From an optimization exercise on the open Yosys and OpenROAD flow, aimed at small area, a short achievable clock period and few clock cycles; shortcuts taken in it are not production practice.
At most, simulation tests tie the RTL to the original design; equivalence was not proved.
No functional check of the RTL was part of run 2.
No run shown here takes its clock network from TritonCTS; it comes from the design's own scripts or RTL.
The clock port is modelled as an ideal driver, which makes a skipped or thinned clock tree look cheaper than it is; a real chip needs a root buffer or a tree.
No activity file was given, so power comes from the tool's default toggle rates.

==> flow/design.v, too long to show whole: its modules and the start of the top module <==
// module MyDesign: 226 lines
// module booth_enc: 9 lines
// module mul_tree: 1379 lines
// module fa_cell: 4 lines
// module xnor_cell: 3 lines
// module bsel_cell: 3 lines
// module ha_cell: 4 lines
// module bk_add: 150 lines
module MyDesign(
  input wire reset_n                      ,  
  input wire clk                          ,
  input wire dut_valid                    , 
  output wire dut_ready                   ,
  output wire                           dut__tb__sram_input_write_enable  ,
  output wire [16-1 : 0     ]   dut__tb__sram_input_write_address ,
  output wire [32-1 : 0     ]   dut__tb__sram_input_write_data    ,
  output wire [16-1 : 0     ]   dut__tb__sram_input_read_address  , 
  input  wire signed [32-1 : 0     ]   tb__dut__sram_input_read_data     ,     
  output wire                           dut__tb__sram_weight_write_enable  ,
  output wire [16-1 : 0     ]   dut__tb__sram_weight_write_address ,
  output wire [32-1 : 0     ]   dut__tb__sram_weight_write_data    ,
  output wire [16-1 : 0     ]   dut__tb__sram_weight_read_address  , 
  input  wire signed [32-1 : 0     ]   tb__dut__sram_weight_read_data     ,     
  output wire                           dut__tb__sram_result_write_enable  ,
  output wire [16-1 : 0     ]   dut__tb__sram_result_write_address ,
  output wire signed [32-1 : 0     ]   dut__tb__sram_result_write_data    ,
  output wire [16-1 : 0     ]   dut__tb__sram_result_read_address  , 
  input  wire signed [32-1 : 0     ]   tb__dut__sram_result_read_data     ,     
  output wire                           dut__tb__sram_scratchpad_write_enable  ,
  output wire [16-1 : 0     ]   dut__tb__sram_scratchpad_write_address ,
  output wire signed [32-1 : 0     ]   dut__tb__sram_scratchpad_write_data    ,
  output wire [16-1 : 0     ]   dut__tb__sram_scratchpad_read_address  , 
  input  wire signed [32-1 : 0     ]   tb__dut__sram_scratchpad_read_data  
);
  // ...
==> flow/flow/run.sh <==
#!/bin/bash
# Layout flow: the standard flow (standard.sh) with these changes to how the
# layout is made:
# - port buffers use the small sky130_fd_sc_hd__buf_1 cell;
# - timing repair aims for extra setup slack so that the achieved period shrinks;
# - the constant outputs share one tie cell (SKIP_REPAIR_TIE_FANOUT);
# - after ORFS's CTS step, flow/manual_cts.tcl replaces TritonCTS's clock tree
#   with a flatter one (root buffers plus one level of leaf buffers, no
#   intended skew), then legalises placement and repairs timing again.
# The clock period and constraints are the standard flow's own (constraint.sdc).
set -euo pipefail
here="$(pwd)"
bash standard.sh finish \
  "BUFFER_PORTS_ARGS=-buffer_cell sky130_fd_sc_hd__buf_1" \
  "SETUP_SLACK_MARGIN=11.6" \
  "SKIP_REPAIR_TIE_FANOUT=1" \
  "POST_CTS_TCL=${here}/flow/manual_cts.tcl" \
  > standard.log 2>&1
==> flow/flow/manual_cts.tcl <==
# Clock tree rebuilt by hand after ORFS's CTS step (POST_CTS_TCL). The tree
# TritonCTS built (an H-tree: root, branch and leaf buffers, plus dummy loads)
# is taken out, and the clock port instead drives NROOT root clkbuf_16 cells;
# each root drives the leaf clkbuf_16 cells of NX/NROOT columns of regions, and
# each leaf feeds the flip-flops of one region of the placement (regions of
# equal flip-flop count, NX columns by NY rows). Every flip-flop sees the same
# two buffers, so the tree has no intended skew; it has one level fewer than
# the H-tree. Then placement is legalised and timing repaired again, as the
# CTS step does after its own tree.
set NX 4
set NY 4
set NROOT 4
set db [ord::get_db]
set block [[$db getChip] getBlock]
set clknet [$block findNet clk]
# take out the tree TritonCTS built: every buffer or inverter reached from the
# clock port, and the nets they drive; collect the flip-flop clock pins
set sinks {}
set todo [list $clknet]
set tree_insts {}
set tree_nets {}
while {[llength $todo]} {
  set net [lindex $todo 0]
  set todo [lrange $todo 1 end]
  foreach it [$net getITerms] {
    if {![$it isInputSignal]} { continue }
    set inst [$it getInst]
    set mname [[$inst getMaster] getName]
    set is_buf 0
    foreach pat {clkbuf_* clkinv* clkdlybuf* buf_* bufbuf_* bufinv_* inv_* dlygate* dlymetal*} {
      if {[string match "sky130_fd_sc_hd__$pat" $mname]} { set is_buf 1 }
    }
    if {$is_buf} {
      lappend tree_insts $inst
      foreach ot [$inst getITerms] {
        if {[$ot isOutputSignal] && [$ot getNet] ne "NULL"} {
          lappend todo [$ot getNet]
          lappend tree_nets [$ot getNet]
        }
      }
    } else {
      lappend sinks $it
    }
  }
}
puts "manual CTS: removing [llength $tree_insts] clock tree cells, [llength $sinks] clock sinks"
foreach it $sinks { $it disconnect }
foreach inst $tree_insts { odb::dbInst_destroy $inst }
foreach net $tree_nets { odb::dbNet_destroy $net }
set pts {}
foreach it $sinks {
  set b [[$it getInst] getBBox]
  lappend pts [list $it [expr {([$b xMin] + [$b xMax]) / 2}] [expr {([$b yMin] + [$b yMax]) / 2}]]
}
puts "manual CTS: [llength $pts] clock sinks"
set pts [lsort -integer -index 1 $pts]
set per [expr {int(ceil([llength $pts] / double($NX)))}]
set clusters {}
for {set c 0} {$c < $NX} {incr c} {
  set col [lsort -integer -index 2 [lrange $pts [expr {$c * $per}] [expr {($c + 1) * $per - 1}]]]
  set per2 [expr {int(ceil([llength $col] / double($NY)))}]
  for {set r 0} {$r < $NY} {incr r} {
    set cl [lrange $col [expr {$r * $per2}] [expr {($r + 1) * $per2 - 1}]]
    if {[llength $cl]} { lappend clusters $cl }
  }
}
set buf [$db findMaster sky130_fd_sc_hd__clkbuf_16]
# leaf locations: centroids of the regions
set leaves {}
foreach cl $clusters {
  set sx 0
  set sy 0
  foreach p $cl {
    set sx [expr {$sx + [lindex $p 1]}]
    set sy [expr {$sy + [lindex $p 2]}]
  }
  lappend leaves [list [expr {$sx / [llength $cl]}] [expr {$sy / [llength $cl]}] $cl]
}
# regions come column by column, NY per column; root r takes NX/NROOT columns
set per_root [expr {[llength $leaves] / $NROOT}]
set i 0
for {set r 0} {$r < $NROOT} {incr r} {
  set group [lrange $leaves [expr {$r * $per_root}] [expr {($r + 1) * $per_root - 1}]]
  set root [odb::dbInst_create $block $buf "ctsm_root_$r"]
  set rootnet [odb::dbNet_create $block "ctsm_root_net_$r"]
  $rootnet setSigType CLOCK
  set sx 0
  set sy 0
  foreach l $group {
    set sx [expr {$sx + [lindex $l 0]}]
    set sy [expr {$sy + [lindex $l 1]}]
  }
  $root setLocation [expr {$sx / [llength $group]}] [expr {$sy / [llength $group]}]
  $root setPlacementStatus PLACED
  [$root findITerm A] connect $clknet
  [$root findITerm X] connect $rootnet
  foreach l $group {
    set lb [odb::dbInst_create $block $buf "ctsm_leaf_$i"]
    set ln [odb::dbNet_create $block "ctsm_leaf_net_$i"]
    $ln setSigType CLOCK
    $lb setLocation [lindex $l 0] [lindex $l 1]
    $lb setPlacementStatus PLACED
    [$lb findITerm A] connect $rootnet
    [$lb findITerm X] connect $ln
    foreach p [lindex $l 2] {
      [lindex $p 0] connect $ln
    }
    incr i
  }
}
puts "manual CTS: $NROOT root and $i leaf buffers"
set_propagated_clock [all_clocks]
detailed_placement
estimate_parasitics -placement
repair_timing_helper
detailed_placement
check_placement -verbose
==> flow/standard.sh <==
#!/bin/bash
# synth_recipe.tcl (not shown) runs the flow's synth.tcl, then flattens the netlist and writes it again
# the make line also repeats each setting of config.mk as NAME=value (left out here)
make -C /OpenROAD-flow-scripts/flow DESIGN_CONFIG=/design/flow/config.mk WORK_HOME=/design/flow/orfs CLKGATE_MAP_FILE= SYNTH_SCRIPT=/design/flow/synth_recipe.tcl "${@:-finish}"
==> flow/config.mk <==
export PLATFORM = sky130hd
export DESIGN_NAME = MyDesign
export DESIGN_NICKNAME = MyDesign
export VERILOG_FILES = /design/flow/design.v
export SDC_FILE = /design/flow/constraint.sdc
export NUM_CORES = 4
export LEC_CHECK = 0
export CAP_MARGIN = 20
export CORE_MARGIN = 2
export CORE_UTILIZATION = 40
export CTS_CLUSTER_DIAMETER = 100
export CTS_CLUSTER_SIZE = 20
export SLEW_MARGIN = 20
export SYNTH_HIERARCHICAL = 1
export SYNTH_MINIMUM_KEEP_SIZE = 0
==> flow/constraint.sdc <==
create_clock -name core_clock -period 16.0 [get_ports {clk}]
set_input_delay 3.2000 -clock core_clock [delete_from_list [all_inputs] [get_ports {clk}]]
set_output_delay 3.2000 -clock core_clock [all_outputs]
set_load 0.01 [all_outputs]
==> flow_summary.ini, run 1 <==
[outcome]
status = finished clean

[placement]
gp_congestion = 0.9168
detailed_place_hpwl_mm = 54.48

[cells_and_area]
multi_input_area_share_pct = 62.71
seq_share_pct = 25.67
fin_nets = 3007
fillerInstances = 6147
drive_gt1_share_pct = 6.579
inv_count = 80
final_common_cell = xnor2_1

[floorplanning]
die_x_um = 257.3
taps = 846
io_pins = 392
die_height_um = 257.3

[detailed_routing]
drtIter0Drc = 1656
wirelength_mm = 71.69

[setup_path]
worstRegToRegCells = 7
crit_cells = 7
path_buf_inv = 0

[grt]
gr-total-overflow = 0
grt_busiest_layer = met2

[synth]
syn_nets = 3015
seq_area_frac_synth_pct = 26.09
synth_edf_count = 73
synthSimpleGateAreaFrac_pct = 8.316

[timing]
tns_ns = 0
Testbench counts, summed over its fixed seeds: cycles 88,723.
==> inputs of run 2 (changes only) <==
--- a/flow/design.v
+++ b/flow/design.v
@@ -1063,313 +1063,313 @@
   wire [1:0] xn15;
   xnor_cell u_xn15_0 (.a(b[0]), .b(neg[15]), .y(xn15[0]));
   xnor_cell u_xn15_1 (.a(b[1]), .b(neg[15]), .y(xn15[1]));
   wire pp15_0;
   bsel_cell u_pp15_0 (.n_one(none[15]), .x0(xn15[0]), .n_two(ntwo[15]), .x1(nneg[15]), .p(pp15_0));
   wire pp15_1;
   bsel_cell u_pp15_1 (.n_one(none[15]), .x0(xn15[1]), .n_two(ntwo[15]), .x1(xn15[0]), .p(pp15_1));
   wire hs1, hc2;
-  ha_cell u_hs1 (.a(neg[12]), .b(pp0_24), .s(hs1), .co(hc2));
+  ha_cell u_hs1 (.a(neg[12]), .b(pp12_0), .s(hs1), .co(hc2));
   wire hs3, hc4;
-  ha_cell u_hs3 (.a(pp0_25), .b(pp1_23), .s(hs3), .co(hc4));
+  ha_cell u_hs3 (.a(pp12_1), .b(pp11_3), .s(hs3), .co(hc4));
   wire fs5, fc6;
-  fa_cell u_fs5 (.a(neg[13]), .b(pp0_26), .c(pp1_24), .s(fs5), .co(fc6));
+  fa_cell u_fs5 (.a(neg[13]), .b(pp13_0), .c(pp12_2), .s(fs5), .co(fc6));
   wire hs7, hc8;
-  ha_cell u_hs7 (.a(pp2_22), .b(pp3_20), .s(hs7), .co(hc8));
+  ha_cell u_hs7 (.a(pp11_4), .b(pp10_6), .s(hs7), .co(hc8));
   wire fs9, fc10;
-  fa_cell u_fs9 (.a(pp0_27), .b(pp1_25), .c(pp2_23), .s(fs9), .co(fc10));
+  fa_cell u_fs9 (.a(pp13_1), .b(pp12_3), .c(pp11_5), .s(fs9), .co(fc10));
   wire hs11, hc12;
-  ha_cell u_hs11 (.a(pp3_21), .b(pp4_19), .s(hs11), .co(hc12));
+  ha_cell u_hs11 (.a(pp10_7), .b(pp9_9), .s(hs11), .co(hc12));
   wire fs13, fc14;
-  fa_cell u_fs13 (.a(neg[14]), .b(pp0_28), .c(pp1_26), .s(fs13), .co(fc14));
+  fa_cell u_fs13 (.a(neg[14]), .b(pp14_0), .c(pp13_2), .s(fs13), .co(fc14));
   wire fs15, fc16;
-  fa_cell u_fs15 (.a(pp2_24), .b(pp3_22), .c(pp4_20), .s(fs15), .co(fc16));
+  fa_cell u_fs15 (.a(pp12_4), .b(pp11_6), .c(pp10_8), .s(fs15), .co(fc16));
   wire hs17, hc18;
-  ha_cell u_hs17 (.a(pp5_18), .b(pp6_16), .s(hs17), .co(hc18));
+  ha_cell u_hs17 (.a(pp9_10), .b(pp8_12), .s(hs17), .co(hc18));
   wire fs19, fc20;
-  fa_cell u_fs19 (.a(pp0_29), .b(pp1_27), .c(pp2_25), .s(fs19), .co(fc20));
+  fa_cell u_fs19 (.a(pp14_1), .b(pp13_3), .c(pp12_5), .s(fs19), .co(fc20));
   wire fs21, fc22;
-  fa_cell u_fs21 (.a(pp3_23), .b(pp4_21), .c(pp5_19), .s(fs21), .co(fc22));
+  fa_cell u_fs21 (.a(pp11_7), .b(pp10_9), .c(pp9_11), .s(fs21), .co(fc22));
   wire hs23, hc24;
-  ha_cell u_hs23 (.a(pp6_17), .b(pp7_15), .s(hs23), .co(hc24));
+  ha_cell u_hs23 (.a(pp8_13), .b(pp7_15), .s(hs23), .co(hc24));
   wire fs25, fc26;
-  fa_cell u_fs25 (.a(neg[15]), .b(pp0_30), .c(pp1_28), .s(fs25), .co(fc26));
+  fa_cell u_fs25 (.a(neg[15]), .b(pp15_0), .c(pp14_2), .s(fs25), .co(fc26));
   wire fs27, fc28;
-  fa_cell u_fs27 (.a(pp2_26), .b(pp3_24), .c(pp4_22), .s(fs27), .co(fc28));
+  fa_cell u_fs27 (.a(pp13_4), .b(pp12_6), .c(pp11_8), .s(fs27), .co(fc28));
   wire fs29, fc30;
-  fa_cell u_fs29 (.a(pp5_20), .b(pp6_18), .c(pp7_16), .s(fs29), .co(fc30));
+  fa_cell u_fs29 (.a(pp10_10), .b(pp9_12), .c(pp8_14), .s(fs29), .co(fc30));
   wire hs31, hc32;
-  ha_cell u_hs31 (.a(pp8_14), .b(pp9_12), .s(hs31), .co(hc32));
+  ha_cell u_hs31 (.a(pp7_16), .b(pp6_18), .s(hs31), .co(hc32));
   wire fs33, fc34;
-  fa_cell u_fs33 (.a(pp0_31), .b(pp1_29), .c(pp2_27), .s(fs33), .co(fc34));
+  fa_cell u_fs33 (.a(pp15_1), .b(pp14_3), .c(pp13_5), .s(fs33), .co(fc34));
   wire fs35, fc36;
-  fa_cell u_fs35 (.a(pp3_25), .b(pp4_23), .c(pp5_21), .s(fs35), .co(fc36));
+  fa_cell u_fs35 (.a(pp12_7), .b(pp11_9), .c(pp10_11), .s(fs35), .co(fc36));
   wire fs37, fc38;
-  fa_cell u_fs37 (.a(pp6_19), .b(pp7_17), .c(pp8_15), .s(fs37), .co(fc38));
+  fa_cell u_fs37 (.a(pp9_13), .b(pp8_15), .c(pp7_17), .s(fs37), .co(fc38));
   wire hs39, hc40;
-  ha_cell u_hs39 (.a(pp9_13), .b(pp10_11), .s(hs39), .co(hc40));
+  ha_cell u_hs39 (.a(pp6_19), .b(pp5_21), .s(hs39), .co(hc40));
   wire hs41, hc42;
-  ha_cell u_hs41 (.a(neg[8]), .b(pp0_16), .s(hs41), .co(hc42));
+  ha_cell u_hs41 (.a(neg[8]), .b(pp8_0), .s(hs41), .co(hc42));
   wire hs43, hc44;
-  ha_cell u_hs43 (.a(pp0_17), .b(pp1_15), .s(hs43), .co(hc44));
+  ha_cell u_hs43 (.a(pp8_1), .b(pp7_3), .s(hs43), .co(hc44));
   wire fs45, fc46;
-  fa_cell u_fs45 (.a(neg[9]), .b(pp0_18), .c(pp1_16), .s(fs45), .co(fc46));
+  fa_cell u_fs45 (.a(neg[9]), .b(pp9_0), .c(pp8_2), .s(fs45), .co(fc46));
   wire hs47, hc48;
-  ha_cell u_hs47 (.a(pp2_14), .b(pp3_12), .s(hs47), .co(hc48));
+  ha_cell u_hs47 (.a(pp7_4), .b(pp6_6), .s(hs47), .co(hc48));
   wire fs49, fc50;
-  fa_cell u_fs49 (.a(pp0_19), .b(pp1_17), .c(pp2_15), .s(fs49), .co(fc50));
+  fa_cell u_fs49 (.a(pp9_1), .b(pp8_3), .c(pp7_5), .s(fs49), .co(fc50));
   wire hs51, hc52;
-  ha_cell u_hs51 (.a(pp3_13), .b(pp4_11), .s(hs51), .co(hc52));
+  ha_cell u_hs51 (.a(pp6_7), .b(pp5_9), .s(hs51), .co(hc52));
   wire fs53, fc54;
-  fa_cell u_fs53 (.a(neg[10]), .b(pp0_20), .c(pp1_18), .s(fs53), .co(fc54));
+  fa_cell u_fs53 (.a(neg[10]), .b(pp10_0), .c(pp9_2), .s(fs53), .co(fc54));
   wire fs55, fc56;
-  fa_cell u_fs55 (.a(pp2_16), .b(pp3_14), .c(pp4_12), .s(fs55), .co(fc56));
+  fa_cell u_fs55 (.a(pp8_4), .b(pp7_6), .c(pp6_8), .s(fs55), .co(fc56));
   wire hs57, hc58;
-  ha_cell u_hs57 (.a(pp5_10), .b(pp6_8), .s(hs57), .co(hc58));
+  ha_cell u_hs57 (.a(pp5_10), .b(pp4_12), .s(hs57), .co(hc58));
   wire fs59, fc60;
-  fa_cell u_fs59 (.a(pp0_21), .b(pp1_19), .c(pp2_17), .s(fs59), .co(fc60));
+  fa_cell u_fs59 (.a(pp10_1), .b(pp9_3), .c(pp8_5), .s(fs59), .co(fc60));
   wire fs61, fc62;
-  fa_cell u_fs61 (.a(pp3_15), .b(pp4_13), .c(pp5_11), .s(fs61), .co(fc62));
+  fa_cell u_fs61 (.a(pp7_7), .b(pp6_9), .c(pp5_11), .s(fs61), .co(fc62));
   wire hs63, hc64;
-  ha_cell u_hs63 (.a(pp6_9), .b(pp7_7), .s(hs63), .co(hc64));
+  ha_cell u_hs63 (.a(pp4_13), .b(pp3_15), .s(hs63), .co(hc64));
   wire fs65, fc66;
-  fa_cell u_fs65 (.a(neg[11]), .b(pp0_22), .c(pp1_20), .s(fs65), .co(fc66));
+  fa_cell u_fs65 (.a(neg[11]), .b(pp11_0), .c(pp10_2), .s(fs65), .co(fc66));
   wire fs67, fc68;
-  fa_cell u_fs67 (.a(pp2_18), .b(pp3_16), .c(pp4_14), .s(fs67), .co(fc68));
+  fa_cell u_fs67 (.a(pp9_4), .b(pp8_6), .c(pp7_8), .s(fs67), .co(fc68));
   wire fs69, fc70;
-  fa_cell u_fs69 (.a(pp5_12), .b(pp6_10), .c(pp7_8), .s(fs69), .co(fc70));
+  fa_cell u_fs69 (.a(pp6_10), .b(pp5_12), .c(pp4_14), .s(fs69), .co(fc70));
   wire hs71, hc72;
-  ha_cell u_hs71 (.a(pp8_6), .b(pp9_4), .s(hs71), .co(hc72));
+  ha_cell u_hs71 (.a(pp3_16), .b(pp2_18), .s(hs71), .co(hc72));
   wire fs73, fc74;
-  fa_cell u_fs73 (.a(pp0_23), .b(pp1_21), .c(pp2_19), .s(fs73), .co(fc74));
+  fa_cell u_fs73 (.a(pp11_1), .b(pp10_3), .c(pp9_5), .s(fs73), .co(fc74));
   wire fs75, fc76;
-  fa_cell u_fs75 (.a(pp3_17), .b(pp4_15), .c(pp5_13), .s(fs75), .co(fc76));
+  fa_cell u_fs75 (.a(pp8_7), .b(pp7_9), .c(pp6_11), .s(fs75), .co(fc76));
   wire fs77, fc78;
-  fa_cell u_fs77 (.a(pp6_11), .b(pp7_9), .c(pp8_7), .s(fs77), .co(fc78));
+  fa_cell u_fs77 (.a(pp5_13), .b(pp4_15), .c(pp3_17), .s(fs77), .co(fc78));
   wire hs79, hc80;
-  ha_cell u_hs79 (.a(pp9_5), .b(pp10_3), .s(hs79), .co(hc80));
+  ha_cell u_hs79 (.a(pp2_19), .b(pp1_21), .s(hs79), .co(hc80));
   wire fs81, fc82;
-  fa_cell u_fs81 (.a(pp1_22), .b(pp2_20), .c(pp3_18), .s(fs81), .co(fc82));
+  fa_cell u_fs81 (.a(pp11_2), .b(pp10_4), .c(pp9_6), .s(fs81), .co(fc82));
   wire fs83, fc84;
-  fa_cell u_fs83 (.a(pp4_16), .b(pp5_14), .c(pp6_12), .s(fs83), .co(fc84));
+  fa_cell u_fs83 (.a(pp8_8), .b(pp7_10), .c(pp6_12), .s(fs83), .co(fc84));
   wire fs85, fc86;
-  fa_cell u_fs85 (.a(pp7_10), .b(pp8_8), .c(pp9_6), .s(fs85), .co(fc86));
+  fa_cell u_fs85 (.a(pp5_14), .b(pp4_16), .c(pp3_18), .s(fs85), .co(fc86));
   wire fs87, fc88;
-  fa_cell u_fs87 (.a(pp10_4), .b(pp11_2), .c(pp12_0), .s(fs87), .co(fc88));
+  fa_cell u_fs87 (.a(pp2_20), .b(pp1_22), .c(pp0_24), .s(fs87), .co(fc88));
   wire fs89, fc90;
-  fa_cell u_fs89 (.a(pp2_21), .b(pp3_19), .c(pp4_17), .s(fs89), .co(fc90));
+  fa_cell u_fs89 (.a(pp10_5), .b(pp9_7), .c(pp8_9), .s(fs89), .co(fc90));
   wire fs91, fc92;
-  fa_cell u_fs91 (.a(pp5_15), .b(pp6_13), .c(pp7_11), .s(fs91), .co(fc92));
+  fa_cell u_fs91 (.a(pp7_11), .b(pp6_13), .c(pp5_15), .s(fs91), .co(fc92));
   wire fs93, fc94;
-  fa_cell u_fs93 (.a(pp8_9), .b(pp9_7), .c(pp10_5), .s(fs93), .co(fc94));
+  fa_cell u_fs93 (.a(pp4_17), .b(pp3_19), .c(pp2_21), .s(fs93), .co(fc94));
   wire fs95, fc96;
-  fa_cell u_fs95 (.a(pp11_3), .b(pp12_1), .c(hc2), .s(fs95), .co(fc96));
+  fa_cell u_fs95 (.a(pp1_23), .b(hc2), .c(pp0_25), .s(fs95), .co(fc96));
   wire fs97, fc98;
-  fa_cell u_fs97 (.a(pp4_18), .b(pp5_16), .c(pp6_14), .s(fs97), .co(fc98));
+  fa_cell u_fs97 (.a(pp9_8), .b(pp8_10), .c(pp7_12), .s(fs97), .co(fc98));
   wire fs99, fc100;
-  fa_cell u_fs99 (.a(pp7_12), .b(pp8_10), .c(pp9_8), .s(fs99), .co(fc100));
+  fa_cell u_fs99 (.a(pp6_14), .b(pp5_16), .c(pp4_18), .s(fs99), .co(fc100));
   wire fs101, fc102;
-  fa_cell u_fs101 (.a(pp10_6), .b(pp11_4), .c(pp12_2), .s(fs101), .co(fc102));
+  fa_cell u_fs101 (.a(pp3_20), .b(pp2_22), .c(pp1_24), .s(fs101), .co(fc102));
   wire fs103, fc104;
-  fa_cell u_fs103 (.a(pp13_0), .b(hc4), .c(hs7), .s(fs103), .co(fc104));
+  fa_cell u_fs103 (.a(pp0_26), .b(hc4), .c(hs7), .s(fs103), .co(fc104));
   wire fs105, fc106;
-  fa_cell u_fs105 (.a(pp5_17), .b(pp6_15), .c(pp7_13), .s(fs105), .co(fc106));
+  fa_cell u_fs105 (.a(pp8_11), .b(pp7_13), .c(pp6_15), .s(fs105), .co(fc106));
   wire fs107, fc108;
-  fa_cell u_fs107 (.a(pp8_11), .b(pp9_9), .c(pp10_7), .s(fs107), .co(fc108));
+  fa_cell u_fs107 (.a(pp5_17), .b(pp4_19), .c(pp3_21), .s(fs107), .co(fc108));
   wire fs109, fc110;
-  fa_cell u_fs109 (.a(pp11_5), .b(pp12_3), .c(pp13_1), .s(fs109), .co(fc110));
+  fa_cell u_fs109 (.a(pp2_23), .b(pp1_25), .c(pp0_27), .s(fs109), .co(fc110));
   wire fs111, fc112;
   fa_cell u_fs111 (.a(hc8), .b(hs11), .c(fc6), .s(fs111), .co(fc112));
   wire fs113, fc114;
-  fa_cell u_fs113 (.a(pp7_14), .b(pp8_12), .c(pp9_10), .s(fs113), .co(fc114));
+  fa_cell u_fs113 (.a(pp7_14), .b(pp6_16), .c(pp5_18), .s(fs113), .co(fc114));
   wire fs115, fc116;
-  fa_cell u_fs115 (.a(pp10_8), .b(pp11_6), .c(pp12_4), .s(fs115), .co(fc116));
+  fa_cell u_fs115 (.a(pp4_20), .b(pp3_22), .c(pp2_24), .s(fs115), .co(fc116));
   wire fs117, fc118;
-  fa_cell u_fs117 (.a(pp13_2), .b(pp14_0), .c(hc12), .s(fs117), .co(fc118));
+  fa_cell u_fs117 (.a(pp1_26), .b(pp0_28), .c(hc12), .s(fs117), .co(fc118));
   wire fs119, fc120;
   fa_cell u_fs119 (.a(hs17), .b(fc10), .c(fs13), .s(fs119), .co(fc120));
   wire fs121, fc122;
-  fa_cell u_fs121 (.a(pp8_13), .b(pp9_11), .c(pp10_9), .s(fs121), .co(fc122));
+  fa_cell u_fs121 (.a(pp6_17), .b(pp5_19), .c(pp4_21), .s(fs121), .co(fc122));
   wire fs123, fc124;
-  fa_cell u_fs123 (.a(pp11_7), .b(pp12_5), .c(pp13_3), .s(fs123), .co(fc124));
+  fa_cell u_fs123 (.a(pp3_23), .b(pp2_25), .c(pp1_27), .s(fs123), .co(fc124));
   wire fs125, fc126;
-  fa_cell u_fs125 (.a(pp14_1), .b(hc18), .c(hs23), .s(fs125), .co(fc126));
+  fa_cell u_fs125 (.a(pp0_29), .b(hc18), .c(fc14), .s(fs125), .co(fc126));
   wire fs127, fc128;
-  fa_cell u_fs127 (.a(fc14), .b(fc16), .c(fs19), .s(fs127), .co(fc128));
+  fa_cell u_fs127 (.a(hs23), .b(fc16), .c(fs19), .s(fs127), .co(fc128));
   wire fs129, fc130;
-  fa_cell u_fs129 (.a(pp10_10), .b(pp11_8), .c(pp12_6), .s(fs129), .co(fc130));
+  fa_cell u_fs129 (.a(pp5_20), .b(pp4_22), .c(pp3_24), .s(fs129), .co(fc130));
   wire fs131, fc132;
-  fa_cell u_fs131 (.a(pp13_4), .b(pp14_2), .c(pp15_0), .s(fs131), .co(fc132));
+  fa_cell u_fs131 (.a(pp2_26), .b(pp1_28), .c(pp0_30), .s(fs131), .co(fc132));
   wire fs133, fc134;
-  fa_cell u_fs133 (.a(hc24), .b(hs31), .c(fc20), .s(fs133), .co(fc134));
+  fa_cell u_fs133 (.a(hc24), .b(fc20), .c(hs31), .s(fs133), .co(fc134));
   wire fs135, fc136;
-  fa_cell u_fs135 (.a(fc22), .b(fs25), .c(fs27), .s(fs135), .co(fc136));
+  fa_cell u_fs135 (.a(fs25), .b(fc22), .c(fs27), .s(fs135), .co(fc136));
   wire fs137, fc138;
-  fa_cell u_fs137 (.a(pp11_9), .b(pp12_7), .c(pp13_5), .s(fs137), .co(fc138));
+  fa_cell u_fs137 (.a(pp4_23), .b(pp3_25), .c(pp2_27), .s(fs137), .co(fc138));
   wire fs139, fc140;
-  fa_cell u_fs139 (.a(pp14_3), .b(pp15_1), .c(hc32), .s(fs139), .co(fc140));
+  fa_cell u_fs139 (.a(pp1_29), .b(pp0_31), .c(fc26), .s(fs139), .co(fc140));
   wire fs141, fc142;
-  fa_cell u_fs141 (.a(hs39), .b(fc26), .c(fc28), .s(fs141), .co(fc142));
+  fa_cell u_fs141 (.a(hc32), .b(fc28), .c(hs39), .s(fs141), .co(fc142));
   wire fs143, fc144;
-  fa_cell u_fs143 (.a(fc30), .b(fs33), .c(fs35), .s(fs143), .co(fc144));
+  fa_cell u_fs143 (.a(fs33), .b(fc30), .c(fs35), .s(fs143), .co(fc144));
   wire hs145, hc146;
-  ha_cell u_hs145 (.a(neg[5]), .b(pp0_10), .s(hs145), .co(hc146));
+  ha_cell u_hs145 (.a(neg[5]), .b(pp5_0), .s(hs145), .co(hc146));
   wire hs147, hc148;
-  ha_cell u_hs147 (.a(pp0_11), .b(pp1_9), .s(hs147), .co(hc148));
+  ha_cell u_hs147 (.a(pp5_1), .b(pp4_3), .s(hs147), .co(hc148));
   wire fs149, fc150;
-  fa_cell u_fs149 (.a(neg[6]), .b(pp0_12), .c(pp1_10), .s(fs149), .co(fc150));
+  fa_cell u_fs149 (.a(neg[6]), .b(pp6_0), .c(pp5_2), .s(fs149), .co(fc150));
   wire hs151, hc152;
-  ha_cell u_hs151 (.a(pp2_8), .b(pp3_6), .s(hs151), .co(hc152));
+  ha_cell u_hs151 (.a(pp4_4), .b(pp3_6), .s(hs151), .co(hc152));
   wire fs153, fc154;
-  fa_cell u_fs153 (.a(pp0_13), .b(pp1_11), .c(pp2_9), .s(fs153), .co(fc154));
+  fa_cell u_fs153 (.a(pp6_1), .b(pp5_3), .c(pp4_5), .s(fs153), .co(fc154));
   wire hs155, hc156;
-  ha_cell u_hs155 (.a(pp3_7), .b(pp4_5), .s(hs155), .co(hc156));
+  ha_cell u_hs155 (.a(pp3_7), .b(pp2_9), .s(hs155), .co(hc156));
   wire fs157, fc158;
-  fa_cell u_fs157 (.a(neg[7]), .b(pp0_14), .c(pp1_12), .s(fs157), .co(fc158));
+  fa_cell u_fs157 (.a(neg[7]), .b(pp7_0), .c(pp6_2), .s(fs157), .co(fc158));
   wire fs159, fc160;
-  fa_cell u_fs159 (.a(pp2_10), .b(pp3_8), .c(pp4_6), .s(fs159), .co(fc160));
+  fa_cell u_fs159 (.a(pp5_4), .b(pp4_6), .c(pp3_8), .s(fs159), .co(fc160));
   wire hs161, hc162;
-  ha_cell u_hs161 (.a(pp5_4), .b(pp6_2), .s(hs161), .co(hc162));
+  ha_cell u_hs161 (.a(pp2_10), .b(pp1_12), .s(hs161), .co(hc162));
   wire fs163, fc164;
-  fa_cell u_fs163 (.a(pp0_15), .b(pp1_13), .c(pp2_11), .s(fs163), .co(fc164));
+  fa_cell u_fs163 (.a(pp7_1), .b(pp6_3), .c(pp5_5), .s(fs163), .co(fc164));
   wire fs165, fc166;
-  fa_cell u_fs165 (.a(pp3_9), .b(pp4_7), .c(pp5_5), .s(fs165), .co(fc166));
+  fa_cell u_fs165 (.a(pp4_7), .b(pp3_9), .c(pp2_11), .s(fs165), .co(fc166));
   wire hs167, hc168;
-  ha_cell u_hs167 (.a(pp6_3), .b(pp7_1), .s(hs167), .co(hc168));
+  ha_cell u_hs167 (.a(pp1_13), .b(pp0_15), .s(hs167), .co(hc168));
   wire fs169, fc170;
-  fa_cell u_fs169 (.a(pp1_14), .b(pp2_12), .c(pp3_10), .s(fs169), .co(fc170));
+  fa_cell u_fs169 (.a(pp7_2), .b(pp6_4), .c(pp5_6), .s(fs169), .co(fc170));
   wire fs171, fc172;
-  fa_cell u_fs171 (.a(pp4_8), .b(pp5_6), .c(pp6_4), .s(fs171), .co(fc172));
+  fa_cell u_fs171 (.a(pp4_8), .b(pp3_10), .c(pp2_12), .s(fs171), .co(fc172));
   wire fs173, fc174;
-  fa_cell u_fs173 (.a(pp7_2), .b(pp8_0), .c(hs41), .s(fs173), .co(fc174));
+  fa_cell u_fs173 (.a(pp1_14), .b(pp0_16), .c(hs41), .s(fs173), .co(fc174));
   wire fs175, fc176;
-  fa_cell u_fs175 (.a(pp2_13), .b(pp3_11), .c(pp4_9), .s(fs175), .co(fc176));
+  fa_cell u_fs175 (.a(pp6_5), .b(pp5_7), .c(pp4_9), .s(fs175), .co(fc176));
   wire fs177, fc178;
-  fa_cell u_fs177 (.a(pp5_7), .b(pp6_5), .c(pp7_3), .s(fs177), .co(fc178));
+  fa_cell u_fs177 (.a(pp3_11), .b(pp2_13), .c(pp1_15), .s(fs177), .co(fc178));
   wire fs179, fc180;
-  fa_cell u_fs179 (.a(pp8_1), .b(hc42), .c(hs43), .s(fs179), .co(fc180));
+  fa_cell u_fs179 (.a(pp0_17), .b(hc42), .c(hs43), .s(fs179), .co(fc180));
   wire fs181, fc182;
-  fa_cell u_fs181 (.a(pp4_10), .b(pp5_8), .c(pp6_6), .s(fs181), .co(fc182));
+  fa_cell u_fs181 (.a(pp5_8), .b(pp4_10), .c(pp3_12), .s(fs181), .co(fc182));
   wire fs183, fc184;
-  fa_cell u_fs183 (.a(pp7_4), .b(pp8_2), .c(pp9_0), .s(fs183), .co(fc184));
+  fa_cell u_fs183 (.a(pp2_14), .b(pp1_16), .c(pp0_18), .s(fs183), .co(fc184));
   wire fs185, fc186;
   fa_cell u_fs185 (.a(hc44), .b(hs47), .c(fs45), .s(fs185), .co(fc186));
   wire fs187, fc188;
-  fa_cell u_fs187 (.a(pp5_9), .b(pp6_7), .c(pp7_5), .s(fs187), .co(fc188));
+  fa_cell u_fs187 (.a(pp4_11), .b(pp3_13), .c(pp2_15), .s(fs187), .co(fc188));
   wire fs189, fc190;
-  fa_cell u_fs189 (.a(pp8_3), .b(pp9_1), .c(hc48), .s(fs189), .co(fc190));
+  fa_cell u_fs189 (.a(pp1_17), .b(pp0_19), .c(hc48), .s(fs189), .co(fc190));
   wire fs191, fc192;
   fa_cell u_fs191 (.a(hs51), .b(fc46), .c(fs49), .s(fs191), .co(fc192));
   wire fs193, fc194;
-  fa_cell u_fs193 (.a(pp7_6), .b(pp8_4), .c(pp9_2), .s(fs193), .co(fc194));
+  fa_cell u_fs193 (.a(pp3_14), .b(pp2_16), .c(pp1_18), .s(fs193), .co(fc194));
   wire fs195, fc196;
-  fa_cell u_fs195 (.a(pp10_0), .b(hc52), .c(hs57), .s(fs195), .co(fc196));
+  fa_cell u_fs195 (.a(pp0_20), .b(hc52), .c(hs57), .s(fs195), .co(fc196));
   wire fs197, fc198;
   fa_cell u_fs197 (.a(fc50), .b(fs53), .c(fs55), .s(fs197), .co(fc198));
   wire fs199, fc200;
-  fa_cell u_fs199 (.a(pp8_5), .b(pp9_3), .c(pp10_1), .s(fs199), .co(fc200));
+  fa_cell u_fs199 (.a(pp2_17), .b(pp1_19), .c(pp0_21), .s(fs199), .co(fc200));
   wire fs201, fc202;
-  fa_cell u_fs201 (.a(hc58), .b(hs63), .c(fc54), .s(fs201), .co(fc202));
+  fa_cell u_fs201 (.a(hc58), .b(fc54), .c(hs63), .s(fs201), .co(fc202));
   wire fs203, fc204;
   fa_cell u_fs203 (.a(fc56), .b(fs59), .c(fs61), .s(fs203), .co(fc204));
   wire fs205, fc206;
-  fa_cell u_fs205 (.a(pp10_2), .b(pp11_0), .c(hc64), .s(fs205), .co(fc206));
+  fa_cell u_fs205 (.a(pp1_20), .b(pp0_22), .c(hc64), .s(fs205), .co(fc206));
   wire fs207, fc208;
-  fa_cell u_fs207 (.a(hs71), .b(fc60), .c(fc62), .s(fs207), .co(fc208));
+  fa_cell u_fs207 (.a(fc60), .b(hs71), .c(fs65), .s(fs207), .co(fc208));
   wire fs209, fc210;
-  fa_cell u_fs209 (.a(fs65), .b(fs67), .c(fs69), .s(fs209), .co(fc210));
+  fa_cell u_fs209 (.a(fc62), .b(fs67), .c(fs69), .s(fs209), .co(fc210));
   wire fs211, fc212;
-  fa_cell u_fs211 (.a(pp11_1), .b(hc72), .c(hs79), .s(fs211), .co(fc212));
+  fa_cell u_fs211 (.a(pp0_23), .b(fc66), .c(hc72), .s(fs211), .co(fc212));
   wire fs213, fc214;
-  fa_cell u_fs213 (.a(fc66), .b(fc68), .c(fc70), .s(fs213), .co(fc214));
+  fa_cell u_fs213 (.a(fc68), .b(hs79), .c(fs73), .s(fs213), .co(fc214));
   wire fs215, fc216;
-  fa_cell u_fs215 (.a(fs73), .b(fs75), .c(fs77), .s(fs215), .co(fc216));
+  fa_cell u_fs215 (.a(fc70), .b(fs75), .c(fs77), .s(fs215), .co(fc216));
   wire fs217, fc218;
-  fa_cell u_fs217 (.a(hc80), .b(hs1), .c(fc74), .s(fs217), .co(fc218));
+  fa_cell u_fs217 (.a(hs1), .b(hc80), .c(fc74), .s(fs217), .co(fc218));
   wire fs219, fc220;
-  fa_cell u_fs219 (.a(fc76), .b(fc78), .c(fs81), .s(fs219), .co(fc220));
+  fa_cell u_fs219 (.a(fc76), .b(fs81), .c(fc78), .s(fs219), .co(fc220));
   wire fs221, fc222;
   fa_cell u_fs221 (.a(fs83), .b(fs85), .c(fs87), .s(fs221), .co(fc222));
   wire fs223, fc224;
   fa_cell u_fs223 (.a(hs3), .b(fc82), .c(fc84), .s(fs223), .co(fc224));
   wire fs225, fc226;
-  fa_cell u_fs225 (.a(fc86), .b(fc88), .c(fs89), .s(fs225), .co(fc226));
+  fa_cell u_fs225 (.a(fs89), .b(fc86), .c(fs91), .s(fs225), .co(fc226));
   wire fs227, fc228;
-  fa_cell u_fs227 (.a(fs91), .b(fs93), .c(fs95), .s(fs227), .co(fc228));
+  fa_cell u_fs227 (.a(fc88), .b(fs93), .c(fs95), .s(fs227), .co(fc228));
   wire fs229, fc230;
-  fa_cell u_fs229 (.a(fc90), .b(fc92), .c(fc94), .s(fs229), .co(fc230));
+  fa_cell u_fs229 (.a(fc90), .b(fs5), .c(fc92), .s(fs229), .co(fc230));
   wire fs231, fc232;
-  fa_cell u_fs231 (.a(fs97), .b(fs99), .c(fs101), .s(fs231), .co(fc232));
+  fa_cell u_fs231 (.a(fs97), .b(fc94), .c(fs99), .s(fs231), .co(fc232));
   wire fs233, fc234;
-  fa_cell u_fs233 (.a(fs5), .b(fc96), .c(fs103), .s(fs233), .co(fc234));
+  fa_cell u_fs233 (.a(fc96), .b(fs101), .c(fs103), .s(fs233), .co(fc234));
   wire fs235, fc236;
-  fa_cell u_fs235 (.a(fc98), .b(fc100), .c(fc102), .s(fs235), .co(fc236));
+  fa_cell u_fs235 (.a(fc98), .b(fs9), .c(fc100), .s(fs235), .co(fc236));
   wire fs237, fc238;
-  fa_cell u_fs237 (.a(fs105), .b(fs107), .c(fs109), .s(fs237), .co(fc238));
+  fa_cell u_fs237 (.a(fs105), .b(fc102), .c(fs107), .s(fs237), .co(fc238));
   wire fs239, fc240;
-  fa_cell u_fs239 (.a(fs9), .b(fc104), .c(fs111), .s(fs239), .co(fc240));
+  fa_cell u_fs239 (.a(fs109), .b(fc104), .c(fs111), .s(fs239), .co(fc240));
   wire fs241, fc242;
-  fa_cell u_fs241 (.a(fc106), .b(fc108), .c(fc110), .s(fs241), .co(fc242));
+  fa_cell u_fs241 (.a(fc106), .b(fs15), .c(fc108), .s(fs241), .co(fc242));
   wire fs243, fc244;
-  fa_cell u_fs243 (.a(fs113), .b(fs115), .c(fs15), .s(fs243), .co(fc244));
+  fa_cell u_fs243 (.a(fs113), .b(fc110), .c(fs115), .s(fs243), .co(fc244));
   wire fs245, fc246;
   fa_cell u_fs245 (.a(fs117), .b(fc112), .c(fs119), .s(fs245), .co(fc246));
   wire fs247, fc248;
-  fa_cell u_fs247 (.a(fc114), .b(fc116), .c(fs121), .s(fs247), .co(fc248));
+  fa_cell u_fs247 (.a(fc114), .b(fs21), .c(fc116), .s(fs247), .co(fc248));
   wire fs249, fc250;
-  fa_cell u_fs249 (.a(fs123), .b(fs21), .c(fc118), .s(fs249), .co(fc250));
+  fa_cell u_fs249 (.a(fs121), .b(fc118), .c(fs123), .s(fs249), .co(fc250));
   wire fs251, fc252;
   fa_cell u_fs251 (.a(fs125), .b(fc120), .c(fs127), .s(fs251), .co(fc252));
   wire fs253, fc254;
-  fa_cell u_fs253 (.a(fc122), .b(fc124), .c(fs129), .s(fs253), .co(fc254));
+  fa_cell u_fs253 (.a(fc122), .b(fs29), .c(fc124), .s(fs253), .co(fc254));
   wire fs255, fc256;
-  fa_cell u_fs255 (.a(fs131), .b(fs29), .c(fc126), .s(fs255), .co(fc256));
+  fa_cell u_fs255 (.a(fs129), .b(fs131), .c(fc126), .s(fs255), .co(fc256));
   wire fs257, fc258;
   fa_cell u_fs257 (.a(fc128), .b(fs133), .c(fs135), .s(fs257), .co(fc258));
   wire fs259, fc260;
-  fa_cell u_fs259 (.a(fc130), .b(fc132), .c(fs137), .s(fs259), .co(fc260));
+  fa_cell u_fs259 (.a(fc130), .b(fs37), .c(fc132), .s(fs259), .co(fc260));
   wire fs261, fc262;
-  fa_cell u_fs261 (.a(fs37), .b(fs139), .c(fc134), .s(fs261), .co(fc262));
+  fa_cell u_fs261 (.a(fs137), .b(fs139), .c(fc134), .s(fs261), .co(fc262));
   wire fs263, fc264;
   fa_cell u_fs263 (.a(fc136), .b(fs141), .c(fs143), .s(fs263), .co(fc264));
   wire hs265, hc266;
-  ha_cell u_hs265 (.a(neg[3]), .b(pp0_6), .s(hs265), .co(hc266));
+  ha_cell u_hs265 (.a(neg[3]), .b(pp3_0), .s(hs265), .co(hc266));
   wire hs267, hc268;
-  ha_cell u_hs267 (.a(pp0_7), .b(pp1_5), .s(hs267), .co(hc268));
+  ha_cell u_hs267 (.a(pp3_1), .b(pp2_3), .s(hs267), .co(hc268));
   wire fs269, fc270;
-  fa_cell u_fs269 (.a(neg[4]), .b(pp0_8), .c(pp1_6), .s(fs269), .co(fc270));
+  fa_cell u_fs269 (.a(neg[4]), .b(pp4_0), .c(pp3_2), .s(fs269), .co(fc270));
   wire hs271, hc272;
-  ha_cell u_hs271 (.a(pp2_4), .b(pp3_2), .s(hs271), .co(hc272));
+  ha_cell u_hs271 (.a(pp2_4), .b(pp1_6), .s(hs271), .co(hc272));
   wire fs273, fc274;
-  fa_cell u_fs273 (.a(pp0_9), .b(pp1_7), .c(pp2_5), .s(fs273), .co(fc274));
+  fa_cell u_fs273 (.a(pp4_1), .b(pp3_3), .c(pp2_5), .s(fs273), .co(fc274));
   wire hs275, hc276;
-  ha_cell u_hs275 (.a(pp3_3), .b(pp4_1), .s(hs275), .co(hc276));
+  ha_cell u_hs275 (.a(pp1_7), .b(pp0_9), .s(hs275), .co(hc276));
   wire fs277, fc278;
-  fa_cell u_fs277 (.a(pp1_8), .b(pp2_6), .c(pp3_4), .s(fs277), .co(fc278));
+  fa_cell u_fs277 (.a(pp4_2), .b(pp3_4), .c(pp2_6), .s(fs277), .co(fc278));
   wire fs279, fc280;
-  fa_cell u_fs279 (.a(pp4_2), .b(pp5_0), .c(hs145), .s(fs279), .co(fc280));
+  fa_cell u_fs279 (.a(pp1_8), .b(pp0_10), .c(hs145), .s(fs279), .co(fc280));
   wire fs281, fc282;
-  fa_cell u_fs281 (.a(pp2_7), .b(pp3_5), .c(pp4_3), .s(fs281), .co(fc282));
+  fa_cell u_fs281 (.a(pp3_5), .b(pp2_7), .c(pp1_9), .s(fs281), .co(fc282));
   wire fs283, fc284;
-  fa_cell u_fs283 (.a(pp5_1), .b(hc146), .c(hs147), .s(fs283), .co(fc284));
+  fa_cell u_fs283 (.a(pp0_11), .b(hc146), .c(hs147), .s(fs283), .co(fc284));
   wire fs285, fc286;
-  fa_cell u_fs285 (.a(pp4_4), .b(pp5_2), .c(pp6_0), .s(fs285), .co(fc286));
+  fa_cell u_fs285 (.a(pp2_8), .b(pp1_10), .c(pp0_12), .s(fs285), .co(fc286));
   wire fs287, fc288;
   fa_cell u_fs287 (.a(hc148), .b(hs151), .c(fs149), .s(fs287), .co(fc288));
   wire fs289, fc290;
-  fa_cell u_fs289 (.a(pp5_3), .b(pp6_1), .c(hc152), .s(fs289), .co(fc290));
+  fa_cell u_fs289 (.a(pp1_11), .b(pp0_13), .c(hc152), .s(fs289), .co(fc290));
   wire fs291, fc292;
   fa_cell u_fs291 (.a(hs155), .b(fc150), .c(fs153), .s(fs291), .co(fc292));
   wire fs293, fc294;
-  fa_cell u_fs293 (.a(pp7_0), .b(hc156), .c(hs161), .s(fs293), .co(fc294));
+  fa_cell u_fs293 (.a(pp0_14), .b(hc156), .c(hs161), .s(fs293), .co(fc294));
   wire fs295, fc296;
   fa_cell u_fs295 (.a(fc154), .b(fs157), .c(fs159), .s(fs295), .co(fc296));
   wire fs297, fc298;
-  fa_cell u_fs297 (.a(hc162), .b(hs167), .c(fc158), .s(fs297), .co(fc298));
+  fa_cell u_fs297 (.a(hc162), .b(fc158), .c(hs167), .s(fs297), .co(fc298));
   wire fs299, fc300;
   fa_cell u_fs299 (.a(fc160), .b(fs163), .c(fs165), .s(fs299), .co(fc300));
   wire fs301, fc302;
   fa_cell u_fs301 (.a(hc168), .b(fc164), .c(fc166), .s(fs301), .co(fc302));
   wire fs303, fc304;
   fa_cell u_fs303 (.a(fs169), .b(fs171), .c(fs173), .s(fs303), .co(fc304));
   wire fs305, fc306;
   fa_cell u_fs305 (.a(fc170), .b(fc172), .c(fs175), .s(fs305), .co(fc306));
@@ -1385,121 +1385,121 @@
   fa_cell u_fs315 (.a(fs189), .b(fc186), .c(fs191), .s(fs315), .co(fc316));
   wire fs317, fc318;
   fa_cell u_fs317 (.a(fc188), .b(fs193), .c(fc190), .s(fs317), .co(fc318));
   wire fs319, fc320;
   fa_cell u_fs319 (.a(fs195), .b(fc192), .c(fs197), .s(fs319), .co(fc320));
   wire fs321, fc322;
   fa_cell u_fs321 (.a(fc194), .b(fs199), .c(fc196), .s(fs321), .co(fc322));
   wire fs323, fc324;
-  fa_cell u_fs323 (.a(fc198), .b(fs201), .c(fs203), .s(fs323), .co(fc324));
+  fa_cell u_fs323 (.a(fs201), .b(fc198), .c(fs203), .s(fs323), .co(fc324));
   wire fs325, fc326;
   fa_cell u_fs325 (.a(fc200), .b(fs205), .c(fc202), .s(fs325), .co(fc326));
   wire fs327, fc328;
-  fa_cell u_fs327 (.a(fc204), .b(fs207), .c(fs209), .s(fs327), .co(fc328));
+  fa_cell u_fs327 (.a(fs207), .b(fc204), .c(fs209), .s(fs327), .co(fc328));
   wire fs329, fc330;
-  fa_cell u_fs329 (.a(fc206), .b(fs211), .c(fc208), .s(fs329), .co(fc330));
+  fa_cell u_fs329 (.a(fc206), .b(fc208), .c(fs211), .s(fs329), .co(fc330));
   wire fs331, fc332;
-  fa_cell u_fs331 (.a(fc210), .b(fs213), .c(fs215), .s(fs331), .co(fc332));
+  fa_cell u_fs331 (.a(fs213), .b(fc210), .c(fs215), .s(fs331), .co(fc332));
   wire fs333, fc334;
-  fa_cell u_fs333 (.a(fc212), .b(fc214), .c(fc216), .s(fs333), .co(fc334));
+  fa_cell u_fs333 (.a(fc212), .b(fc214), .c(fs217), .s(fs333), .co(fc334));
   wire fs335, fc336;
-  fa_cell u_fs335 (.a(fs217), .b(fs219), .c(fs221), .s(fs335), .co(fc336));
+  fa_cell u_fs335 (.a(fs219), .b(fc216), .c(fs221), .s(fs335), .co(fc336));
   wire fs337, fc338;
-  fa_cell u_fs337 (.a(fc218), .b(fc220), .c(fc222), .s(fs337), .co(fc338));
+  fa_cell u_fs337 (.a(fc218), .b(fc220), .c(fs223), .s(fs337), .co(fc338));
   wire fs339, fc340;
-  fa_cell u_fs339 (.a(fs223), .b(fs225), .c(fs227), .s(fs339), .co(fc340));
+  fa_cell u_fs339 (.a(fs225), .b(fc222), .c(fs227), .s(fs339), .co(fc340));
   wire fs341, fc342;
-  fa_cell u_fs341 (.a(fc224), .b(fc226), .c(fs229), .s(fs341), .co(fc342));
+  fa_cell u_fs341 (.a(fc224), .b(fs229), .c(fc226), .s(fs341), .co(fc342));
   wire fs343, fc344;
   fa_cell u_fs343 (.a(fs231), .b(fc228), .c(fs233), .s(fs343), .co(fc344));
   wire fs345, fc346;
-  fa_cell u_fs345 (.a(fc230), .b(fc232), .c(fs235), .s(fs345), .co(fc346));
+  fa_cell u_fs345 (.a(fc230), .b(fs235), .c(fc232), .s(fs345), .co(fc346));
   wire fs347, fc348;
   fa_cell u_fs347 (.a(fs237), .b(fc234), .c(fs239), .s(fs347), .co(fc348));
   wire fs349, fc350;
-  fa_cell u_fs349 (.a(fc236), .b(fc238), .c(fs241), .s(fs349), .co(fc350));
+  fa_cell u_fs349 (.a(fc236), .b(fs241), .c(fc238), .s(fs349), .co(fc350));
   wire fs351, fc352;
   fa_cell u_fs351 (.a(fs243), .b(fc240), .c(fs245), .s(fs351), .co(fc352));
   wire fs353, fc354;
-  fa_cell u_fs353 (.a(fc242), .b(fc244), .c(fs247), .s(fs353), .co(fc354));
+  fa_cell u_fs353 (.a(fc242), .b(fs247), .c(fc244), .s(fs353), .co(fc354));
   wire fs355, fc356;
   fa_cell u_fs355 (.a(fs249), .b(fc246), .c(fs251), .s(fs355), .co(fc356));
   wire fs357, fc358;
   fa_cell u_fs357 (.a(fc248), .b(fs253), .c(fc250), .s(fs357), .co(fc358));
   wire fs359, fc360;
   fa_cell u_fs359 (.a(fs255), .b(fc252), .c(fs257), .s(fs359), .co(fc360));
   wire fs361, fc362;
   fa_cell u_fs361 (.a(fc254), .b(fs259), .c(fc256), .s(fs361), .co(fc362));
   wire fs363, fc364;
-  fa_cell u_fs363 (.a(fc258), .b(fs261), .c(fs263), .s(fs363), .co(fc364));
+  fa_cell u_fs363 (.a(fs261), .b(fc258), .c(fs263), .s(fs363), .co(fc364));
   wire hs365, hc366;
-  ha_cell u_hs365 (.a(neg[2]), .b(pp0_4), .s(hs365), .co(hc366));
+  ha_cell u_hs365 (.a(neg[2]), .b(pp2_0), .s(hs365), .co(hc366));
   wire hs367, hc368;
-  ha_cell u_hs367 (.a(pp0_5), .b(pp1_3), .s(hs367), .co(hc368));
+  ha_cell u_hs367 (.a(pp2_1), .b(pp1_3), .s(hs367), .co(hc368));
   wire fs369, fc370;
-  fa_cell u_fs369 (.a(pp1_4), .b(pp2_2), .c(pp3_0), .s(fs369), .co(fc370));
+  fa_cell u_fs369 (.a(pp2_2), .b(pp1_4), .c(pp0_6), .s(fs369), .co(fc370));
   wire fs371, fc372;
-  fa_cell u_fs371 (.a(pp2_3), .b(pp3_1), .c(hc266), .s(fs371), .co(fc372));
+  fa_cell u_fs371 (.a(pp1_5), .b(pp0_7), .c(hc266), .s(fs371), .co(fc372));
   wire fs373, fc374;
-  fa_cell u_fs373 (.a(pp4_0), .b(hc268), .c(hs271), .s(fs373), .co(fc374));
+  fa_cell u_fs373 (.a(pp0_8), .b(hc268), .c(hs271), .s(fs373), .co(fc374));
   wire fs375, fc376;
   fa_cell u_fs375 (.a(hc272), .b(hs275), .c(fc270), .s(fs375), .co(fc376));
   wire fs377, fc378;
   fa_cell u_fs377 (.a(hc276), .b(fc274), .c(fs277), .s(fs377), .co(fc378));
   wire fs379, fc380;
   fa_cell u_fs379 (.a(fc278), .b(fs281), .c(fc280), .s(fs379), .co(fc380));
   wire fs381, fc382;
   fa_cell u_fs381 (.a(fc282), .b(fs285), .c(fc284), .s(fs381), .co(fc382));
   wire fs383, fc384;
   fa_cell u_fs383 (.a(fc286), .b(fs289), .c(fc288), .s(fs383), .co(fc384));
   wire fs385, fc386;
   fa_cell u_fs385 (.a(fc290), .b(fs293), .c(fc292), .s(fs385), .co(fc386));
   wire fs387, fc388;
-  fa_cell u_fs387 (.a(fc294), .b(fc296), .c(fs297), .s(fs387), .co(fc388));
+  fa_cell u_fs387 (.a(fc294), .b(fs297), .c(fc296), .s(fs387), .co(fc388));
   wire fs389, fc390;
-  fa_cell u_fs389 (.a(fc298), .b(fc300), .c(fs301), .s(fs389), .co(fc390));
+  fa_cell u_fs389 (.a(fc298), .b(fs301), .c(fc300), .s(fs389), .co(fc390));
   wire fs391, fc392;
   fa_cell u_fs391 (.a(fc302), .b(fs305), .c(fc304), .s(fs391), .co(fc392));
   wire fs393, fc394;
   fa_cell u_fs393 (.a(fc306), .b(fs309), .c(fc308), .s(fs393), .co(fc394));
   wire fs395, fc396;
   fa_cell u_fs395 (.a(fc310), .b(fs313), .c(fc312), .s(fs395), .co(fc396));
   wire fs397, fc398;
   fa_cell u_fs397 (.a(fc314), .b(fs317), .c(fc316), .s(fs397), .co(fc398));
   wire fs399, fc400;
   fa_cell u_fs399 (.a(fc318), .b(fs321), .c(fc320), .s(fs399), .co(fc400));
   wire fs401, fc402;
-  fa_cell u_fs401 (.a(fc322), .b(fc324), .c(fs325), .s(fs401), .co(fc402));
+  fa_cell u_fs401 (.a(fc322), .b(fs325), .c(fc324), .s(fs401), .co(fc402));
   wire fs403, fc404;
-  fa_cell u_fs403 (.a(fc326), .b(fc328), .c(fs329), .s(fs403), .co(fc404));
+  fa_cell u_fs403 (.a(fc326), .b(fs329), .c(fc328), .s(fs403), .co(fc404));
   wire fs405, fc406;
-  fa_cell u_fs405 (.a(fc330), .b(fc332), .c(fs333), .s(fs405), .co(fc406));
+  fa_cell u_fs405 (.a(fc330), .b(fs333), .c(fc332), .s(fs405), .co(fc406));
   wire fs407, fc408;
-  fa_cell u_fs407 (.a(fc334), .b(fc336), .c(fs337), .s(fs407), .co(fc408));
+  fa_cell u_fs407 (.a(fc334), .b(fs337), .c(fc336), .s(fs407), .co(fc408));
   wire fs409, fc410;
   fa_cell u_fs409 (.a(fc338), .b(fs341), .c(fc340), .s(fs409), .co(fc410));
   wire fs411, fc412;
   fa_cell u_fs411 (.a(fc342), .b(fs345), .c(fc344), .s(fs411), .co(fc412));
   wire fs413, fc414;
   fa_cell u_fs413 (.a(fc346), .b(fs349), .c(fc348), .s(fs413), .co(fc414));
   wire fs415, fc416;
   fa_cell u_fs415 (.a(fc350), .b(fs353), .c(fc352), .s(fs415), .co(fc416));
   wire fs417, fc418;
   fa_cell u_fs417 (.a(fc354), .b(fs357), .c(fc356), .s(fs417), .co(fc418));
   wire fs419, fc420;
   fa_cell u_fs419 (.a(fc358), .b(fs361), .c(fc360), .s(fs419), .co(fc420));
   wire hs421, hc422;
-  ha_cell u_hs421 (.a(neg[1]), .b(pp0_2), .s(hs421), .co(hc422));
+  ha_cell u_hs421 (.a(neg[1]), .b(pp1_0), .s(hs421), .co(hc422));
   wire hs423, hc424;
-  ha_cell u_hs423 (.a(pp0_3), .b(pp1_1), .s(hs423), .co(hc424));
+  ha_cell u_hs423 (.a(pp1_1), .b(pp0_3), .s(hs423), .co(hc424));
   wire fs425, fc426;
-  fa_cell u_fs425 (.a(pp1_2), .b(pp2_0), .c(hs365), .s(fs425), .co(fc426));
+  fa_cell u_fs425 (.a(pp1_2), .b(pp0_4), .c(hs365), .s(fs425), .co(fc426));
   wire fs427, fc428;
-  fa_cell u_fs427 (.a(pp2_1), .b(hc366), .c(hs367), .s(fs427), .co(fc428));
+  fa_cell u_fs427 (.a(pp0_5), .b(hc366), .c(hs367), .s(fs427), .co(fc428));
   wire fs429, fc430;
   fa_cell u_fs429 (.a(hc368), .b(hs265), .c(fs369), .s(fs429), .co(fc430));
   wire fs431, fc432;
   fa_cell u_fs431 (.a(hs267), .b(fc370), .c(fs371), .s(fs431), .co(fc432));
   wire fs433, fc434;
   fa_cell u_fs433 (.a(fs269), .b(fc372), .c(fs373), .s(fs433), .co(fc434));
   wire fs435, fc436;
   fa_cell u_fs435 (.a(fs273), .b(fc374), .c(fs375), .s(fs435), .co(fc436));
@@ -1547,17 +1547,17 @@
   fa_cell u_fs477 (.a(fs359), .b(fc416), .c(fs417), .s(fs477), .co(fc478));
   wire fs479, fc480;
   fa_cell u_fs479 (.a(fs363), .b(fc418), .c(fs419), .s(fs479), .co(fc480));
   assign s[0] = neg[0];
   assign c[0] = pp0_0;
   assign s[1] = pp0_1;
   assign c[1] = 1'b0;
   assign s[2] = hs421;
-  assign c[2] = pp1_0;
+  assign c[2] = pp0_2;
   assign s[3] = hc422;
   assign c[3] = hs423;
   assign s[4] = hc424;
   assign c[4] = fs425;
   assign s[5] = fc426;
   assign c[5] = fs427;
   assign s[6] = fc428;
   assign c[6] = fs429;
==> run 2 against run 1 <==
Compared with the run above:
- still clean
- core utilization up 0.12 points
- final area rose by 0.29%
- synthesized cell count unchanged
- fmax down 1.3%
- flip-flop and latch count unchanged
- setup slack worse by 0.055 ns
- clock power is 1% higher
- largest cell class unchanged
- largest power group unchanged
- highest routed layer unchanged
==> flow_summary.ini, run 2 <==
[grt]
antenna_found_initial = 3
grt_max_degree = 124
grt_pass1_vias = 19245
grt_pass1_wl_mm = 114.7
gr-total-overflow = 0
grt_use_total_pct = 22.02

[worst_hold_path]
hp-start = wcnt[0]
whs_endpoint = wcnt[0]
hold_class = reg -> reg
whs_path_depth = 1

[placement]
place_area_mm2 = 0.02578
numPortBuffers = 269
gp_congestion = 0.9605
post-place-ws_ns = 11.53
detailed_place_hpwl_mm = 56.24

[synth]
yosys.area.top_type_share_pct = 20.28
yosysUniqueCellTypes = 77
netlist_instances = 2518
async_flop_share_pct = 0
seq_area_frac_synth_pct = 26.09
syn-cell-area_mm2 = 0.02567
synth_ff_type = dfxtp_1
syn_nets = 3015
synth_area_leaders = fa_1 20%, dfxtp_1 18%, xnor2_1 11%
yosys_warnings = 7
synth.cells.most_frequent = 308 x xnor2_1, 280 x o22ai_1, 260 x fa_1
synth_area_per_cell_um2 = 10.19
yosysTopAreaCell = fa_1
yosysMostFrequentCell = xnor2_1
synth-seq-cells = 298
synth_edf_count = 73

[floorplanning]
dieArea_mm2 = 0.06621
die_height_um = 257.3
die_x_um = 257.3
io_pins = 392
num_rows = 92
coreArea_mm2 = 0.06331
start_util_pct = 40.54

[pwr]
ir_drop_uv = 131.5
cellPowerDensity_mw_per_mm2 = 187.0
leakage_nw = 9.630

[setup_path]
worstSetupStartpointType = flop
r2r_end = c_r[31]
cp_max_fo = 13
rrSetupSlack_ns = 11.75
crit_top_cell = fa_1
crit_cells = 8
worstRegToRegCells = 8
worstPathCellList = xnor2_1 -> o22ai_1 -> fa_1 -> fa_1 -> fa_1 -> fa_1 -> fa_1 -> fa_1
path_buf_inv = 0
critPathArrivalTime_ns = 4.45
crit_path_top_delay_cell = dfxtp_1
cp_slowest_stage_delay_ns = 0.93
timing.rr.start = opb[7]
critPathKind = reg -> reg
crit_required_ns = 16.20
cp_top_family = adder cells
end_kind = flop

[timing]
slew_violations = 0
finalSetupViolCount = 0
finClkSkew_ns = 0.02267
timing.slew.headroom_pct = 30.80
hold_viol = 0
rsz0062_at_grt = no
period_share_pct = 26.54
fin_crit_ns = 4.247
setup_slack_ns = 11.75
tightestPinTransition_ns = 1.038
tns_ns = 0
max_freq_mhz = 235.5

[detailed_routing]
drc = 0
via_count = 19170
wirelength_mm = 74.50
ant_nets = 0
drtIter0Drc = 1761
vias_per_cell = 5.695
wire_per_inst_um = 22.13
first_pass_iters = 7

[cells_and_area]
layout_common_cells = 308 x xnor2_1, 280 x o22ai_1, 268 x buf_1, 260 x fa_1, 185 x dfxtp_1
area_growth_pct = 2.661
final_common_cell = xnor2_1
drive_gt1_share_pct = 7.310
fin_nets = 3016
fillerInstances = 6247
postLayoutCellArea_mm2 = 0.02635

[outcome]
status = finished clean

[cts]
clkTransAtPathRegs_ns = 0.09
clock_latency_ns = 0.33
cts.sinks = 298

[job]
max-cap-violations = 0
==> run 2: cell counts after synthesis <==
No cell type changed its count.
==> run 2: through the flow <==
| stage | instances | utilization, % | hold slack (ns) | total power, mW |
|---|---|---|---|---|
| after floorplan | 2518 | - | 0.3992 | 4.552 |
| after global placement | 3343 | 40.73 | 0.4089 | 4.394 |
| after detailed placement | 3343 | 40.73 | 0.4166 | 4.513 |
| after global routing | 3364 | 41.61 | 0.4523 | 5.497 |
| final | 3366 | 41.62 | 0.4297 | 4.927 |
==> run 2: how the worst max path moves through the flow <==
stage	slack, ns	endpoint	startpoint
6_report	11.75	c_r[31]	opb[7]
5_1_grt	11.62	acc[27]	f2
3_5_place_dp	11.53	c_r[31]	opb[2]
3_3_place_gp	11.57	c_r[31]	opb[0]
2_1_floorplan	11.77	c_r[31]	bneg[0]
==> run 2: power by group <==
group          leakage [nW]  internal, mW  switching (mW)
sequential             2.57          1.03           0.174
combinational          6.81          1.47            1.78
clock                 0.246         0.225           0.255
==> run 2: routing by layer <==
metal  part of all wire [%]  GRT usage, %  vias up
met5                      0             0        -
met4                    3.0         6.744        0
met3                    7.8         3.487      113
met2                     44         33.79      968
met1                     45         31.82     9436
li1                       -             -     8653
==> run 2: cell type report <==
type,count,area (um^2),share of cell area [%]
well taps,846,1059,4.017
inverters,80,300.3,1.140
diodes,3,7.507,0.02849
repair buffers,301,1251,4.748
flip-flops and latches,298,6759,25.65
multi-input cells,1818,16470,62.52
plain buffers,20,500.5,1.899
==> run 2: kinds of logic (layout without fill, tap and decap cells) <==
group	Yosys count	in the layout	synth area share, %
AOI/OAI and AO/OA	588	588	14.58
and+or+nand+nor	424	424	8.316
buffers and inverters	402	401	9.807
adders and majority gates	366	366	25.44
xor gates and xnor gates	345	345	11.77
DFF	298	298	26.09
muxes	93	93	3.958
other	2	5	0.02926
==> run 2: worst register-to-register path, stage by stage (launching register included) <==
cell     delay, ns
dfxtp_1       0.93
xnor2_1       0.19
o22ai_1       0.26
fa_1          0.48
fa_1          0.52
fa_1          0.44
fa_1          0.40
fa_1          0.51
fa_1          0.42
==> run 2: per-module statistics from Yosys (local to each module, per instance) <==
module | cells inside | flops+latches | cell area, um^2 | times used
MyDesign | 1377 | 298 | 13900 | 1
bk_add | 151 | 0 | 1286 | 1
booth_enc | 93 | 0 | 631.9 | 1
bsel_cell | 1 | 0 | 6.256 | 272
fa_cell | 1 | 0 | 20.02 | 242
ha_cell | 1 | 0 | 12.51 | 30
mul_tree | 81 | 0 | 544.3 | 1
xnor_cell | 1 | 0 | 8.758 | 272

what the ideal ports hide:
Ports are ideal in the flow. The routed layouts listed here were re-timed in OpenROAD.
Step 1 assumes that a clkbuf_16 drives the clock port and a buf_2 every other input.
Step 2 adds t to the input delays and takes it off the output delays; t is the mean of the earliest and latest rising clock arrival at the registers after step 1. Input paths then give back, and output paths get back, about the clock's delay inside the block.
Three values: no drivers, after step 1, after step 2; two values: the first two.
run	t, ns	setup WS [ns]	worst hold slack (ns)	worst data-port slew with drivers (ns)	cell pins on the clock port's net
run 1	0.433	11.808 / 11.734 / 11.808	0.434 / 0.434 / 0.434	0.12	4
run 2	0.429	11.753 / 11.753 / 11.753	0.430 / 0.430 / 0.430	0.09	4
After both steps setup and hold are still met in every run listed.
